From an optimization exercise on the open Yosys and OpenROAD flow, aimed at small area; shortcuts taken in it are not production practice. Only simulation tests tie the RTL to the original design; equivalence was not proved.

==> run a <==
## top
module top (
    input clk,
    input rst,
    input rx,
    input [3:0] sw_mode,
    input btn_L, btn_R, btn_D, btn_U,
    input echo,
    input dht_in,
    output dht_oe,
    output dht_drv,
    output trig,
    output tx,
    output [3:0] fndCom,
    output [7:0] fndFont
);
    wire sw1 = sw_mode[1];
    reg t50;
    reg [2:0] scan;
    always @(posedge clk) begin
        if (rst) scan <= 3'd0;
        else if (t50) scan <= scan + 3'd1;
    end
    reg [1:0] c4;
    reg [3:0] c10;
    reg [2:0] m5;
    reg tus, tms;
    always @(posedge clk) begin
        if (rst) begin
            c4 <= 2'd0; c10 <= 4'd0; m5 <= 3'd0; tus <= 1'b0; tms <= 1'b0; t50 <= 1'b0;
        end else begin
            c4 <= c4 + 2'd1;
            tus <= (c4 == 2'd3);
            tms <= (c4 == 2'd3) && (c10 == 4'd9);
            t50 <= (m5 == 3'd1 && c10 == 4'd3 && c4 == 2'd1) ||
                   (m5 == 3'd2 && c10 == 4'd14 && c4 == 2'd3) ||
                   (m5 == 3'd3 && c10 == 4'd6 && c4 == 2'd1) ||
                   (m5 == 3'd4 && c10 == 4'd9 && c4 == 2'd3);
            if (c4 == 2'd3 && c10 == 4'd9) m5 <= (m5 == 3'd4) ? 3'd0 : m5 + 3'd1;
            if (c4 == 2'd3) c10 <= (c10 == 4'd9) ? 4'd0 : {c10[2:0], ~(c10[3] ^ c10[2])};
        end
    end
    reg [1:0] bs;
    always @(posedge clk) begin
        if (rst) bs <= 2'd0;
        else bs <= (bs == 2'd3) ? 2'd1 : bs + 2'd1;
    end
    wire bt = (bs == 2'd3);
    wire pL, pR, pD, pU;
    mm_deb dL (.clk(clk), .rst(rst), .smp(t50), .b(btn_L), .o(pL));
    mm_deb dR (.clk(clk), .rst(rst), .smp(t50), .b(btn_R), .o(pR));
    mm_deb dD (.clk(clk), .rst(rst), .smp(t50), .b(btn_D), .o(pD));
    mm_deb dU (.clk(clk), .rst(rst), .smp(t50), .b(btn_U), .o(pU));
    reg rxv;                 
  ...
clock: 110.0 ns
lec_check: 0
cap_margin: 5
core_margin: 2
core_utilization: 40
slew_margin: 5
standard.sh (not shown) runs the stock make flow with config.mk's settings and CLKGATE_MAP_FILE= SYNTH_SCRIPT=/design/flow/synth_recipe.tcl, a recipe that flattens the netlist after the stock synthesis.
==> flow/flow/run.sh <==
#!/bin/bash
# Standard synthesis; then the combinational logic between the (untouched) registers is
# re-mapped by ABC with area-oriented scripts (the smallest result is kept); then the
# standard layout steps, with small port buffers and a clock tree of clkbuf_8 buffers
# without dummy loads.
set -euo pipefail
W=$(pwd)
R=$W/orfs/results/$FLOW_PLATFORM/top/base
L=$W/orfs/logs/$FLOW_PLATFORM/top/base
LIB=$FLOW_HOME/platforms/$FLOW_PLATFORM/lib/sky130_fd_sc_hd__tt_025C_1v80.lib

bash standard.sh synth > $W/std_synth.log 2>&1

yosys -p "read_liberty -ignore_miss_func $LIB; write_verilog -noattr $W/cells_all.v" > $W/cells.log 2>&1
python3 $W/flow/comb.py $W/cells_all.v $W/comb_cells.v
DU=$(grep -o -- '-dont_use [A-Za-z0-9_]*' $L/1_2_yosys.log | sort -u | tr '\n' ' ')
cp $R/1_2_yosys.v $W/std_1_2_yosys.v

resyn() {
  yosys -p "read_liberty -lib $LIB; read_verilog $W/std_1_2_yosys.v; hierarchy -top $FLOW_TOP; \
    techmap -map $W/comb_cells.v; techmap; opt -purge; \
    abc -liberty $LIB $DU -script $W/flow/resyn_$1.abc; \
    splitnets; opt_clean -purge; \
    hilomap -singleton -hicell sky130_fd_sc_hd__conb_1 HI -locell sky130_fd_sc_hd__conb_1 LO; \
    insbuf -buf sky130_fd_sc_hd__buf_1 A X; opt_clean -purge; \
    stat -liberty $LIB; write_verilog -noattr -nohex -nodec $W/resyn_$1.v" > $W/resyn_$1.log 2>&1
}
resyn a
best=""; besta=""
for k in a; do
  a=$(grep "Chip area for module" $W/resyn_$k.log | tail -1 | awk '{print $NF}')
  echo "resyn $k: $a" >> $W/resyn_pick.log
  if [[ -n "$a" ]] && { [[ -z "$besta" ]] || python3 -c "import sys; sys.exit(0 if float('$a') < float('$besta') else 1)"; }; then
    best=$k; besta=$a
  fi
done
echo "picked $best ($besta)" >> $W/resyn_pick.log
cp $W/resyn_$best.v $R/1_2_yosys.v
rm -f $R/1_synth.odb $R/1_synth.sdc

export BUFFER_PORTS_ARGS="-buffer_cell sky130_fd_sc_hd__buf_1"
export CTS_ARGS="-sink_clustering_enable -repair_clock_nets -dont_use_dummy_load -buf_list sky130_fd_sc_hd__clkbuf_8 -sink_clustering_size 16 -sink_clustering_max_diameter 60"
bash standard.sh > $W/std_finish.log 2>&1
==> flow/flow/resyn_a.abc <==
strash
ifraig
dc2
dch -f
amap
mfs2 -a
strash
dc2
dch -f
amap
mfs2 -a
strash
dc2
dch -f
amap
mfs2 -a
strash
dch -f
amap
mfs2 -a
strash
dch -f
amap
topo
Other scripts of this flow, unchanged in this note and not shown: flow/flow/comb.py
==> inputs of run b, as changes to run a <==
--- a/flow/flow/run.sh
+++ b/flow/flow/run.sh
@@ -21,23 +21,23 @@
     techmap -map $W/comb_cells.v; techmap; opt -purge; \
     abc -liberty $LIB $DU -script $W/flow/resyn_$1.abc; \
     splitnets; opt_clean -purge; \
     hilomap -singleton -hicell sky130_fd_sc_hd__conb_1 HI -locell sky130_fd_sc_hd__conb_1 LO; \
     insbuf -buf sky130_fd_sc_hd__buf_1 A X; opt_clean -purge; \
     stat -liberty $LIB; write_verilog -noattr -nohex -nodec $W/resyn_$1.v" > $W/resyn_$1.log 2>&1
 }
-resyn a
+resyn a & resyn b & resyn c & resyn d & wait
 best=""; besta=""
-for k in a; do
+for k in a b c d; do
   a=$(grep "Chip area for module" $W/resyn_$k.log | tail -1 | awk '{print $NF}')
   echo "resyn $k: $a" >> $W/resyn_pick.log
   if [[ -n "$a" ]] && { [[ -z "$besta" ]] || python3 -c "import sys; sys.exit(0 if float('$a') < float('$besta') else 1)"; }; then
     best=$k; besta=$a
   fi
 done
 echo "picked $best ($besta)" >> $W/resyn_pick.log
 cp $W/resyn_$best.v $R/1_2_yosys.v
 rm -f $R/1_synth.odb $R/1_synth.sdc
 
 export BUFFER_PORTS_ARGS="-buffer_cell sky130_fd_sc_hd__buf_1"
-export CTS_ARGS="-sink_clustering_enable -repair_clock_nets -dont_use_dummy_load -buf_list sky130_fd_sc_hd__clkbuf_8 -sink_clustering_size 16 -sink_clustering_max_diameter 60"
+export CTS_ARGS="-sink_clustering_enable -repair_clock_nets -dont_use_dummy_load -buf_list sky130_fd_sc_hd__clkbuf_8 -sink_clustering_size 18 -sink_clustering_max_diameter 60"
 bash standard.sh > $W/std_finish.log 2>&1
==> flow/flow/resyn_a.abc (replaced) <==
strash
ifraig
dc2
&get -n
&deepsyn -T 600 -S 3
&put
dch -f
amap
mfs2 -a
strash
dc2
dch -f
amap
mfs2 -a
strash
dc2
dch -f
amap
mfs2 -a
strash
dch -f
amap
topo
==> flow/flow/resyn_b.abc (new file) <==
strash
ifraig
dc2
&get -n
&deepsyn -T 600
&put
dch -f
amap
mfs2 -a
strash
dc2
dch -f
amap
mfs2 -a
strash
dc2
dch -f
amap
mfs2 -a
strash
dch -f
amap
topo
==> flow/flow/resyn_c.abc (new file) <==
strash
ifraig
dc2
&get -n
&deepsyn -T 600 -S 1
&put
dch -f
amap
mfs2 -a
strash
dc2
dch -f
amap
mfs2 -a
strash
dc2
dch -f
amap
mfs2 -a
strash
dch -f
amap
topo
==> flow/flow/resyn_d.abc (new file) <==
strash
ifraig
dc2
&get -n
&deepsyn -T 600 -S 2
&put
dch -f
amap
mfs2 -a
strash
dc2
dch -f
amap
mfs2 -a
strash
dc2
dch -f
amap
mfs2 -a
strash
dch -f
amap
topo
- CAP_MARGIN: 5 -> 20
- SLEW_MARGIN: 5 -> 20
==> inputs of run c, as changes to run a <==
--- a/flow/design.v
+++ b/flow/design.v
@@ -3,20 +3,25 @@
     input  clk,
     input  rst,
     input  smp,
     input  b,
     output o
 );
     reg [3:0] n;
+    reg e;
+    wire full = n[3];
     always @(posedge clk) begin
-        if (rst) n <= 4'd9;
-        else if (n == 4'd9) n <= 4'd0;
-        else if (smp) n <= b ? (n[3] ? n : n + 4'd1) : (n[3] ? 4'd9 : 4'd0);
+        if (rst) n <= 4'd0;
+        else if (smp) n <= b ? (full ? n : n + 4'd1) : 4'd0;
     end
-    assign o = (n == 4'd9);
+    always @(posedge clk) begin
+        if (rst) e <= 1'b0;
+        else e <= ~full;
+    end
+    assign o = ~e & ~full;
 endmodule
 module mm_dp (
     input clk,
     input rst,
     input run,
     input clear,
     input bs,
@@ -165,20 +170,25 @@
                    (m5 == 3'd2 && c10 == 4'd14 && c4 == 2'd3) ||
                    (m5 == 3'd3 && c10 == 4'd6 && c4 == 2'd1) ||
                    (m5 == 3'd4 && c10 == 4'd9 && c4 == 2'd3);
             if (c4 == 2'd3 && c10 == 4'd9) m5 <= (m5 == 3'd4) ? 3'd0 : m5 + 3'd1;
             if (c4 == 2'd3) c10 <= (c10 == 4'd9) ? 4'd0 : {c10[2:0], ~(c10[3] ^ c10[2])};
         end
     end
-    reg [1:0] bs;
+    reg [1:0] bc;
+    reg bt;
     always @(posedge clk) begin
-        if (rst) bs <= 2'd0;
-        else bs <= (bs == 2'd3) ? 2'd1 : bs + 2'd1;
+        if (rst) begin
+            bc <= 2'd0; bt <= 1'b0;
+        end else if (bc == 2'd2) begin
+            bc <= 2'd0; bt <= 1'b1;
+        end else begin
+            bc <= bc + 2'd1; bt <= 1'b0;
+        end
     end
-    wire bt = (bs == 2'd3);
     wire pL, pR, pD, pU;
     mm_deb dL (.clk(clk), .rst(rst), .smp(t50), .b(btn_L), .o(pL));
     mm_deb dR (.clk(clk), .rst(rst), .smp(t50), .b(btn_R), .o(pR));
     mm_deb dD (.clk(clk), .rst(rst), .smp(t50), .b(btn_D), .o(pD));
     mm_deb dU (.clk(clk), .rst(rst), .smp(t50), .b(btn_U), .o(pU));
     reg rxv;                 
     wire [7:0] rxb;          
@@ -314,22 +324,21 @@
     wire b1 = (q1 < 4'd5) || (q1 == 4'd5 && b0);
     wire [3:0] s1 = q1 + (b1 ? 4'd5 : 4'd11) - {3'd0, b0};
     wire [2:0] s2 = q2 - 3'd2 - {2'd0, b1};
     wire [3:0] ld2 = big ? 4'd2 : ge256 ? {1'b0, s2} : {1'b0, q2};
     wire [3:0] ld1 = big ? 4'd5 : ge256 ? s1 : q1;
     wire [3:0] ld0 = big ? 4'd5 : ge256 ? s0 : q0;
     reg [3:0] dst;
-    reg r_mcu, io_oe, o_tout;
+    reg r_mcu, io_oe, o_tout, done_r;
     reg [7:0] dcnt;          
     reg [5:0] rcv;           
     reg [1:0] tst;           
     reg [8:0] t10;
-    wire go_idle = (tst == 2'd3);    
+    reg go_idle;
     wire start_dht = (dst == 4'd1) & ~io_oe;    
-    wire done_r = (dst == 4'd11);               
     wire bitv = dcnt[6:0] > 7'd40;
     reg [7:0] db;            
     wire [7:0] dbc = {db[6:0], bitv};
     reg [7:0] dsum;          
     reg [3:0] st_h1, st_h0, st_t1, st_t0;
     reg [1:0] st_hm, st_tm;
     function [7:0] bcd2x(input [7:0] v, input b);
@@ -354,16 +363,17 @@
             if (rcv[5:3] == 3'd1) st_hm <= d100;
             if (rcv[5:3] == 3'd3) st_tm <= d100;
         end
     end
     always @(posedge clk) begin
         if (rst) begin
             dst <= 4'd0; dcnt <= 8'd0; rcv <= 6'd0;
-            o_tout <= 1'b0;
+            o_tout <= 1'b0; done_r <= 1'b0;
         end else begin
+            done_r <= 1'b0;
             case (dst)
                 4'd0: begin
                     dcnt <= 8'd0; rcv <= 6'd0;
                     if (sw_mode[3]) begin
                         dst <= 4'd1; o_tout <= 1'b0;
                     end
                 end
@@ -405,35 +415,42 @@
                     dcnt <= 8'd0;
                     if (rcv == 6'd39) begin
                         rcv <= 6'd0; dst <= 4'd9;
                     end else begin
                         rcv <= rcv + 6'd1; dst <= 4'd6;
                     end
                 end
-                4'd9: if (~dht_in & tus) dst <= 4'd11;
-                4'd11: dst <= go_idle ? 4'd0 : 4'd10;      
+                4'd9: if (~dht_in & tus) begin
+                    dst <= 4'd10; done_r <= 1'b1;
+                end
                 4'd10: if (go_idle) dst <= 4'd0;
                 default: ;
             endcase
         end
     end
     always @(posedge clk) begin
         if (rst) begin
-            tst <= 2'd0; t10 <= 9'd0;
+            tst <= 2'd0; t10 <= 9'd0; go_idle <= 1'b0;
         end else case (tst)
-            2'd0, 2'd3: tst <= start_dht ? 2'd1 : 2'd0;
+            2'd0: begin
+                go_idle <= 1'b0;
+                if (start_dht) tst <= 2'd1;
+            end
             2'd1: begin
                 if (tms) begin
                     if (t10 == 9'd33) begin          
                         t10 <= 9'd0; tst <= 2'd2;
                     end else t10 <= {t10[7:0], ~(t10[8] ^ t10[4])};
                 end
                 if (o_tout) tst <= 2'd0;
             end
-            default: tst <= 2'd3;    
+            2'd2: begin
+                go_idle <= 1'b1; tst <= 2'd0;
+            end
+            default: ;
         endcase
     end
     always @(posedge clk or posedge rst) begin
         if (rst) io_oe <= 1'b0;
         else case (dst)
             4'd1: io_oe <= 1'b1;
             4'd2: if (tus && dcnt == 8'd29) io_oe <= 1'b0;
@@ -582,15 +599,15 @@
                 default: rcst = sw1 ? "C" : "S";
             endcase
         end
     end
     wire [7:0] rep_ch = isdig ? {4'h3, rdig} : rcst;
     reg [7:0] fm0, fm1, fm2, fm3;
     reg [1:0] wp, rp;
-    wire txd;                
+    reg txd;                 
     wire f_empty = (wp == rp);
     wire f_re = ~txd & ~f_empty;
     wire f_we = rep ? t100w : rxv;
     wire [7:0] f_wd = rep ? rep_ch : rxb;
     reg [7:0] f_head;
     always @(*) begin
         case (rp)
@@ -622,25 +639,27 @@
     wire tx_start = rep ? (f_re & tick_d) : ~f_empty;
     reg [2:0] ts;
     reg txr;
     reg [2:0] tbc;
     reg [3:0] ttc;
     reg [7:0] tdat;
     always @(posedge clk) begin
-        if ((ts == 3'd0 || ts == 3'd5) && tx_start) tdat <= f_out;
+        if (ts == 3'd0 && tx_start) tdat <= f_out;
     end
     always @(posedge clk) begin
         if (rst) begin
-            ts <= 3'd0; tbc <= 3'd0; ttc <= 4'd0;
+            ts <= 3'd0; txd <= 1'b0; tbc <= 3'd0; ttc <= 4'd0;
         end else case (ts)
-            3'd0: if (tx_start) ts <= 3'd1;
-            3'd5: ts <= tx_start ? 3'd1 : 3'd0;     
-            3'd1: if (bt) ts <= 3'd6;
-            3'd6: ts <= 3'd2;                       
+            3'd0: begin
+                txd <= 1'b0;
+                if (tx_start) ts <= 3'd1;
+            end
+            3'd1: if (bt) ts <= 3'd2;
             3'd2: begin
+                txd <= 1'b1;
                 if (bt) begin
                     if (ttc == 4'd15) begin
                         tbc <= 3'd0; ttc <= 4'd0; ts <= 3'd3;
                     end else ttc <= ttc + 4'd1;
                 end
             end
             3'd3: begin
@@ -651,27 +670,26 @@
                         else tbc <= tbc + 3'd1;
                     end else ttc <= ttc + 4'd1;
                 end
             end
             3'd4: begin
                 if (bt) begin
                     if (ttc == 4'd15) begin
-                        ts <= 3'd5; ttc <= 4'd0;
+                        ts <= 3'd0; ttc <= 4'd0;
                     end else ttc <= ttc + 4'd1;
                 end
             end
             default: ;
         endcase
     end
-    assign txd = (ts == 3'd2) || (ts == 3'd3) || (ts == 3'd4) || (ts == 3'd5);
     always @(posedge clk or posedge rst) begin
         if (rst) txr <= 1'b1;
         else case (ts)
-            3'd0, 3'd4, 3'd5: txr <= 1'b1;
-            3'd2, 3'd6: txr <= 1'b0;
+            3'd0, 3'd4: txr <= 1'b1;
+            3'd2: txr <= 1'b0;
             3'd3: txr <= tdat[tbc];
             default: ;
         endcase
     end
     assign tx = txr;
     wire dot = (dm1 >= 4'd5);
     wire [7:0] dotp = dot ? 8'h7f : 8'hff;
--- a/flow/flow/run.sh
+++ b/flow/flow/run.sh
@@ -21,17 +21,17 @@
     techmap -map $W/comb_cells.v; techmap; opt -purge; \
     abc -liberty $LIB $DU -script $W/flow/resyn_$1.abc; \
     splitnets; opt_clean -purge; \
     hilomap -singleton -hicell sky130_fd_sc_hd__conb_1 HI -locell sky130_fd_sc_hd__conb_1 LO; \
     insbuf -buf sky130_fd_sc_hd__buf_1 A X; opt_clean -purge; \
     stat -liberty $LIB; write_verilog -noattr -nohex -nodec $W/resyn_$1.v" > $W/resyn_$1.log 2>&1
 }
-resyn a
+resyn a & resyn b & resyn c & resyn d & wait
 best=""; besta=""
-for k in a; do
+for k in a b c d; do
   a=$(grep "Chip area for module" $W/resyn_$k.log | tail -1 | awk '{print $NF}')
   echo "resyn $k: $a" >> $W/resyn_pick.log
   if [[ -n "$a" ]] && { [[ -z "$besta" ]] || python3 -c "import sys; sys.exit(0 if float('$a') < float('$besta') else 1)"; }; then
     best=$k; besta=$a
   fi
 done
 echo "picked $best ($besta)" >> $W/resyn_pick.log
==> flow/flow/resyn_b.abc (new file) <==
strash
ifraig
dc2
&get -n
&deepsyn -T 240
&put
dch -f
amap
mfs2 -a
strash
dc2
dch -f
amap
mfs2 -a
strash
dc2
dch -f
amap
mfs2 -a
strash
dch -f
amap
topo
==> flow/flow/resyn_c.abc (new file) <==
strash
ifraig
dc2
&get -n
&deepsyn -T 240 -S 1
&put
dch -f
amap
mfs2 -a
strash
dc2
dch -f
amap
mfs2 -a
strash
dc2
dch -f
amap
mfs2 -a
strash
dch -f
amap
topo
==> flow/flow/resyn_d.abc (new file) <==
strash
ifraig
dc2
&get -n
&deepsyn -T 240 -S 2
&put
dch -f
amap
mfs2 -a
strash
dc2
dch -f
amap
mfs2 -a
strash
dc2
dch -f
amap
mfs2 -a
strash
dch -f
amap
topo
- CAP_MARGIN: 5 -> 20
- SLEW_MARGIN: 5 -> 20
==> inputs of run d, as changes to run a <==
--- a/flow/design.v
+++ b/flow/design.v
@@ -165,20 +165,25 @@
                    (m5 == 3'd2 && c10 == 4'd14 && c4 == 2'd3) ||
                    (m5 == 3'd3 && c10 == 4'd6 && c4 == 2'd1) ||
                    (m5 == 3'd4 && c10 == 4'd9 && c4 == 2'd3);
             if (c4 == 2'd3 && c10 == 4'd9) m5 <= (m5 == 3'd4) ? 3'd0 : m5 + 3'd1;
             if (c4 == 2'd3) c10 <= (c10 == 4'd9) ? 4'd0 : {c10[2:0], ~(c10[3] ^ c10[2])};
         end
     end
-    reg [1:0] bs;
+    reg [1:0] bc;
+    reg bt;
     always @(posedge clk) begin
-        if (rst) bs <= 2'd0;
-        else bs <= (bs == 2'd3) ? 2'd1 : bs + 2'd1;
+        if (rst) begin
+            bc <= 2'd0; bt <= 1'b0;
+        end else if (bc == 2'd2) begin
+            bc <= 2'd0; bt <= 1'b1;
+        end else begin
+            bc <= bc + 2'd1; bt <= 1'b0;
+        end
     end
-    wire bt = (bs == 2'd3);
     wire pL, pR, pD, pU;
     mm_deb dL (.clk(clk), .rst(rst), .smp(t50), .b(btn_L), .o(pL));
     mm_deb dR (.clk(clk), .rst(rst), .smp(t50), .b(btn_R), .o(pR));
     mm_deb dD (.clk(clk), .rst(rst), .smp(t50), .b(btn_D), .o(pD));
     mm_deb dU (.clk(clk), .rst(rst), .smp(t50), .b(btn_U), .o(pU));
     reg rxv;                 
     wire [7:0] rxb;          
@@ -314,22 +319,21 @@
     wire b1 = (q1 < 4'd5) || (q1 == 4'd5 && b0);
     wire [3:0] s1 = q1 + (b1 ? 4'd5 : 4'd11) - {3'd0, b0};
     wire [2:0] s2 = q2 - 3'd2 - {2'd0, b1};
     wire [3:0] ld2 = big ? 4'd2 : ge256 ? {1'b0, s2} : {1'b0, q2};
     wire [3:0] ld1 = big ? 4'd5 : ge256 ? s1 : q1;
     wire [3:0] ld0 = big ? 4'd5 : ge256 ? s0 : q0;
     reg [3:0] dst;
-    reg r_mcu, io_oe, o_tout;
+    reg r_mcu, io_oe, o_tout, done_r;
     reg [7:0] dcnt;          
     reg [5:0] rcv;           
     reg [1:0] tst;           
     reg [8:0] t10;
-    wire go_idle = (tst == 2'd3);    
+    reg go_idle;
     wire start_dht = (dst == 4'd1) & ~io_oe;    
-    wire done_r = (dst == 4'd11);               
     wire bitv = dcnt[6:0] > 7'd40;
     reg [7:0] db;            
     wire [7:0] dbc = {db[6:0], bitv};
     reg [7:0] dsum;          
     reg [3:0] st_h1, st_h0, st_t1, st_t0;
     reg [1:0] st_hm, st_tm;
     function [7:0] bcd2x(input [7:0] v, input b);
@@ -354,16 +358,17 @@
             if (rcv[5:3] == 3'd1) st_hm <= d100;
             if (rcv[5:3] == 3'd3) st_tm <= d100;
         end
     end
     always @(posedge clk) begin
         if (rst) begin
             dst <= 4'd0; dcnt <= 8'd0; rcv <= 6'd0;
-            o_tout <= 1'b0;
+            o_tout <= 1'b0; done_r <= 1'b0;
         end else begin
+            done_r <= 1'b0;
             case (dst)
                 4'd0: begin
                     dcnt <= 8'd0; rcv <= 6'd0;
                     if (sw_mode[3]) begin
                         dst <= 4'd1; o_tout <= 1'b0;
                     end
                 end
@@ -405,35 +410,42 @@
                     dcnt <= 8'd0;
                     if (rcv == 6'd39) begin
                         rcv <= 6'd0; dst <= 4'd9;
                     end else begin
                         rcv <= rcv + 6'd1; dst <= 4'd6;
                     end
                 end
-                4'd9: if (~dht_in & tus) dst <= 4'd11;
-                4'd11: dst <= go_idle ? 4'd0 : 4'd10;      
+                4'd9: if (~dht_in & tus) begin
+                    dst <= 4'd10; done_r <= 1'b1;
+                end
                 4'd10: if (go_idle) dst <= 4'd0;
                 default: ;
             endcase
         end
     end
     always @(posedge clk) begin
         if (rst) begin
-            tst <= 2'd0; t10 <= 9'd0;
+            tst <= 2'd0; t10 <= 9'd0; go_idle <= 1'b0;
         end else case (tst)
-            2'd0, 2'd3: tst <= start_dht ? 2'd1 : 2'd0;
+            2'd0: begin
+                go_idle <= 1'b0;
+                if (start_dht) tst <= 2'd1;
+            end
             2'd1: begin
                 if (tms) begin
                     if (t10 == 9'd33) begin          
                         t10 <= 9'd0; tst <= 2'd2;
                     end else t10 <= {t10[7:0], ~(t10[8] ^ t10[4])};
                 end
                 if (o_tout) tst <= 2'd0;
             end
-            default: tst <= 2'd3;    
+            2'd2: begin
+                go_idle <= 1'b1; tst <= 2'd0;
+            end
+            default: ;
         endcase
     end
     always @(posedge clk or posedge rst) begin
         if (rst) io_oe <= 1'b0;
         else case (dst)
             4'd1: io_oe <= 1'b1;
             4'd2: if (tus && dcnt == 8'd29) io_oe <= 1'b0;
@@ -582,15 +594,15 @@
                 default: rcst = sw1 ? "C" : "S";
             endcase
         end
     end
     wire [7:0] rep_ch = isdig ? {4'h3, rdig} : rcst;
     reg [7:0] fm0, fm1, fm2, fm3;
     reg [1:0] wp, rp;
-    wire txd;                
+    reg txd;                 
     wire f_empty = (wp == rp);
     wire f_re = ~txd & ~f_empty;
     wire f_we = rep ? t100w : rxv;
     wire [7:0] f_wd = rep ? rep_ch : rxb;
     reg [7:0] f_head;
     always @(*) begin
         case (rp)
@@ -622,25 +634,27 @@
     wire tx_start = rep ? (f_re & tick_d) : ~f_empty;
     reg [2:0] ts;
     reg txr;
     reg [2:0] tbc;
     reg [3:0] ttc;
     reg [7:0] tdat;
     always @(posedge clk) begin
-        if ((ts == 3'd0 || ts == 3'd5) && tx_start) tdat <= f_out;
+        if (ts == 3'd0 && tx_start) tdat <= f_out;
     end
     always @(posedge clk) begin
         if (rst) begin
-            ts <= 3'd0; tbc <= 3'd0; ttc <= 4'd0;
+            ts <= 3'd0; txd <= 1'b0; tbc <= 3'd0; ttc <= 4'd0;
         end else case (ts)
-            3'd0: if (tx_start) ts <= 3'd1;
-            3'd5: ts <= tx_start ? 3'd1 : 3'd0;     
-            3'd1: if (bt) ts <= 3'd6;
-            3'd6: ts <= 3'd2;                       
+            3'd0: begin
+                txd <= 1'b0;
+                if (tx_start) ts <= 3'd1;
+            end
+            3'd1: if (bt) ts <= 3'd2;
             3'd2: begin
+                txd <= 1'b1;
                 if (bt) begin
                     if (ttc == 4'd15) begin
                         tbc <= 3'd0; ttc <= 4'd0; ts <= 3'd3;
                     end else ttc <= ttc + 4'd1;
                 end
             end
             3'd3: begin
@@ -651,27 +665,26 @@
                         else tbc <= tbc + 3'd1;
                     end else ttc <= ttc + 4'd1;
                 end
             end
             3'd4: begin
                 if (bt) begin
                     if (ttc == 4'd15) begin
-                        ts <= 3'd5; ttc <= 4'd0;
+                        ts <= 3'd0; ttc <= 4'd0;
                     end else ttc <= ttc + 4'd1;
                 end
             end
             default: ;
         endcase
     end
-    assign txd = (ts == 3'd2) || (ts == 3'd3) || (ts == 3'd4) || (ts == 3'd5);
     always @(posedge clk or posedge rst) begin
         if (rst) txr <= 1'b1;
         else case (ts)
-            3'd0, 3'd4, 3'd5: txr <= 1'b1;
-            3'd2, 3'd6: txr <= 1'b0;
+            3'd0, 3'd4: txr <= 1'b1;
+            3'd2: txr <= 1'b0;
             3'd3: txr <= tdat[tbc];
             default: ;
         endcase
     end
     assign tx = txr;
     wire dot = (dm1 >= 4'd5);
     wire [7:0] dotp = dot ? 8'h7f : 8'hff;
--- a/flow/flow/run.sh
+++ b/flow/flow/run.sh
@@ -35,9 +35,9 @@
   fi
 done
 echo "picked $best ($besta)" >> $W/resyn_pick.log
 cp $W/resyn_$best.v $R/1_2_yosys.v
 rm -f $R/1_synth.odb $R/1_synth.sdc
 
 export BUFFER_PORTS_ARGS="-buffer_cell sky130_fd_sc_hd__buf_1"
-export CTS_ARGS="-sink_clustering_enable -repair_clock_nets -dont_use_dummy_load -buf_list sky130_fd_sc_hd__clkbuf_8 -sink_clustering_size 16 -sink_clustering_max_diameter 60"
+export CTS_ARGS="-sink_clustering_enable -repair_clock_nets -dont_use_dummy_load -buf_list sky130_fd_sc_hd__clkbuf_16 -sink_clustering_size 30 -sink_clustering_max_diameter 80"
 bash standard.sh > $W/std_finish.log 2>&1
- CAP_MARGIN: 5 -> 20
- SLEW_MARGIN: 5 -> 20
==> impl_metrics.ini <==
[floorplan]
die_w_um = 203

[pwr]
comb_power_share = 0.164

[logic_synthesis]
syn-mean-instance-area_um2 = 7.90
synth_cells = 2014

[critical_path]
r2r_slack_ns = 105.90
reg2reg_from = q0[1]

[run_status]
outcome = no timing/DRC/antenna violations

[global_route]
grt_pass1_vias = 13700
use_met1 = 0.276
(the above is from run a)
==> impl_metrics.ini <==
[floorplan]
io_pins = 29
die_w_um = 204
core-area_mm2 = 0.0395

[cells_and_area]
fillers = 3998

[global_route]
grt_pass1_vias = 13700
use_met1 = 0.275

[critical_path]
reg2reg_from = selH[2]
r2r_slack_ns = 105.55

[pwr]
comb_power_share = 0.148
finalPower_mw = 0.251

[clock_tree]
cts.path.max_buffers = 3

[run_status]
outcome = no timing/DRC/antenna violations

[logic_synthesis]
synth_cells = 2017

[worst_hold_path]
worstHoldStart = rxv
(the above is from run d)
==> impl_metrics.ini <==
[pwr]
comb_power_share = 0.147
p_switching_mw = 0.0661

[logic_synthesis]
syn-mean-instance-area_um2 = 8.21
synth_cells = 1837

[sta]
worst-slew-pin-transition_ns = 0.980
relSlewSlack = 0.342

[critical_path]
reg2reg_from = q0[1]
r2r_slack_ns = 106.03
r2r_cells = 15

[floorplan]
die_w_um = 198
die-height_um = 198

[global_route]
use_met1 = 0.280
grt_pass1_vias = 12500

[run_status]
outcome = no timing/DRC/antenna violations

[routing]
wl_met1_mm = 18.4
(the above is from run b)
==> impl_metrics.ini <==
[cells_and_area]
drive_above_1_share = 0.0265
multi_input_area_mm2 = 0.00660
largestClassByArea = flip-flops and latches

[critical_path]
reg2reg_from = q0[2]
r2r_slack_ns = 105.72
startpoint_type = input pin
slowest_stage = clkinv_1

[run_status]
outcome = no timing/DRC/antenna violations

[global_route]
use_met1 = 0.273

[sta]
fin_setup_tns_ns = 0
skew_ns = 0.0613

[pwr]
comb_power_share = 0.130

[floorplan]
rows = 71
die_w_um = 199

[logic_synthesis]
synth_cells = 1830

[clock_tree]
post_cts_resized = 0
(the above is from run c)

==> separate check: timing with driven ports <==
In the flow no input, the clock included, has a driving cell. The finished layouts below were timed again as built, in two steps.
Step 1: set_driving_cell puts a clkbuf_16 on clk and a buf_2 on each other input, an assumption about the parent block.
Step 2, shift: input delay + t, output delay - t, t = (earliest + latest rising clock arrival at the registers) / 2. This alone moves slack from input paths to output paths.
Slacks: ideal / step 1 / step 2; pairs: ideal / step 1.
| run | t, ns | setup WS [ns] | slew at the worst register clock pin (ns) | worst slew at a driven data input, ns |
|---|---|---|---|---|
| run a | 0.666 | 62.221 / 62.185 / 62.185 | 0.10 / 0.10 | 0.04 |
| run b | 0.647 | 62.295 / 62.267 / 62.267 | 0.11 / 0.11 | 0.07 |
| run c | 0.663 | 61.892 / 61.801 / 61.801 | 0.10 / 0.10 | 0.08 |
| run d | 0.582 | 61.900 / 61.874 / 61.874 | 0.11 / 0.11 | 0.06 |
After both steps every run listed still meets setup and hold. The setup slack of run c, which loses most, moves by -0.091 ns with the drivers and by -0.091 ns with both steps.
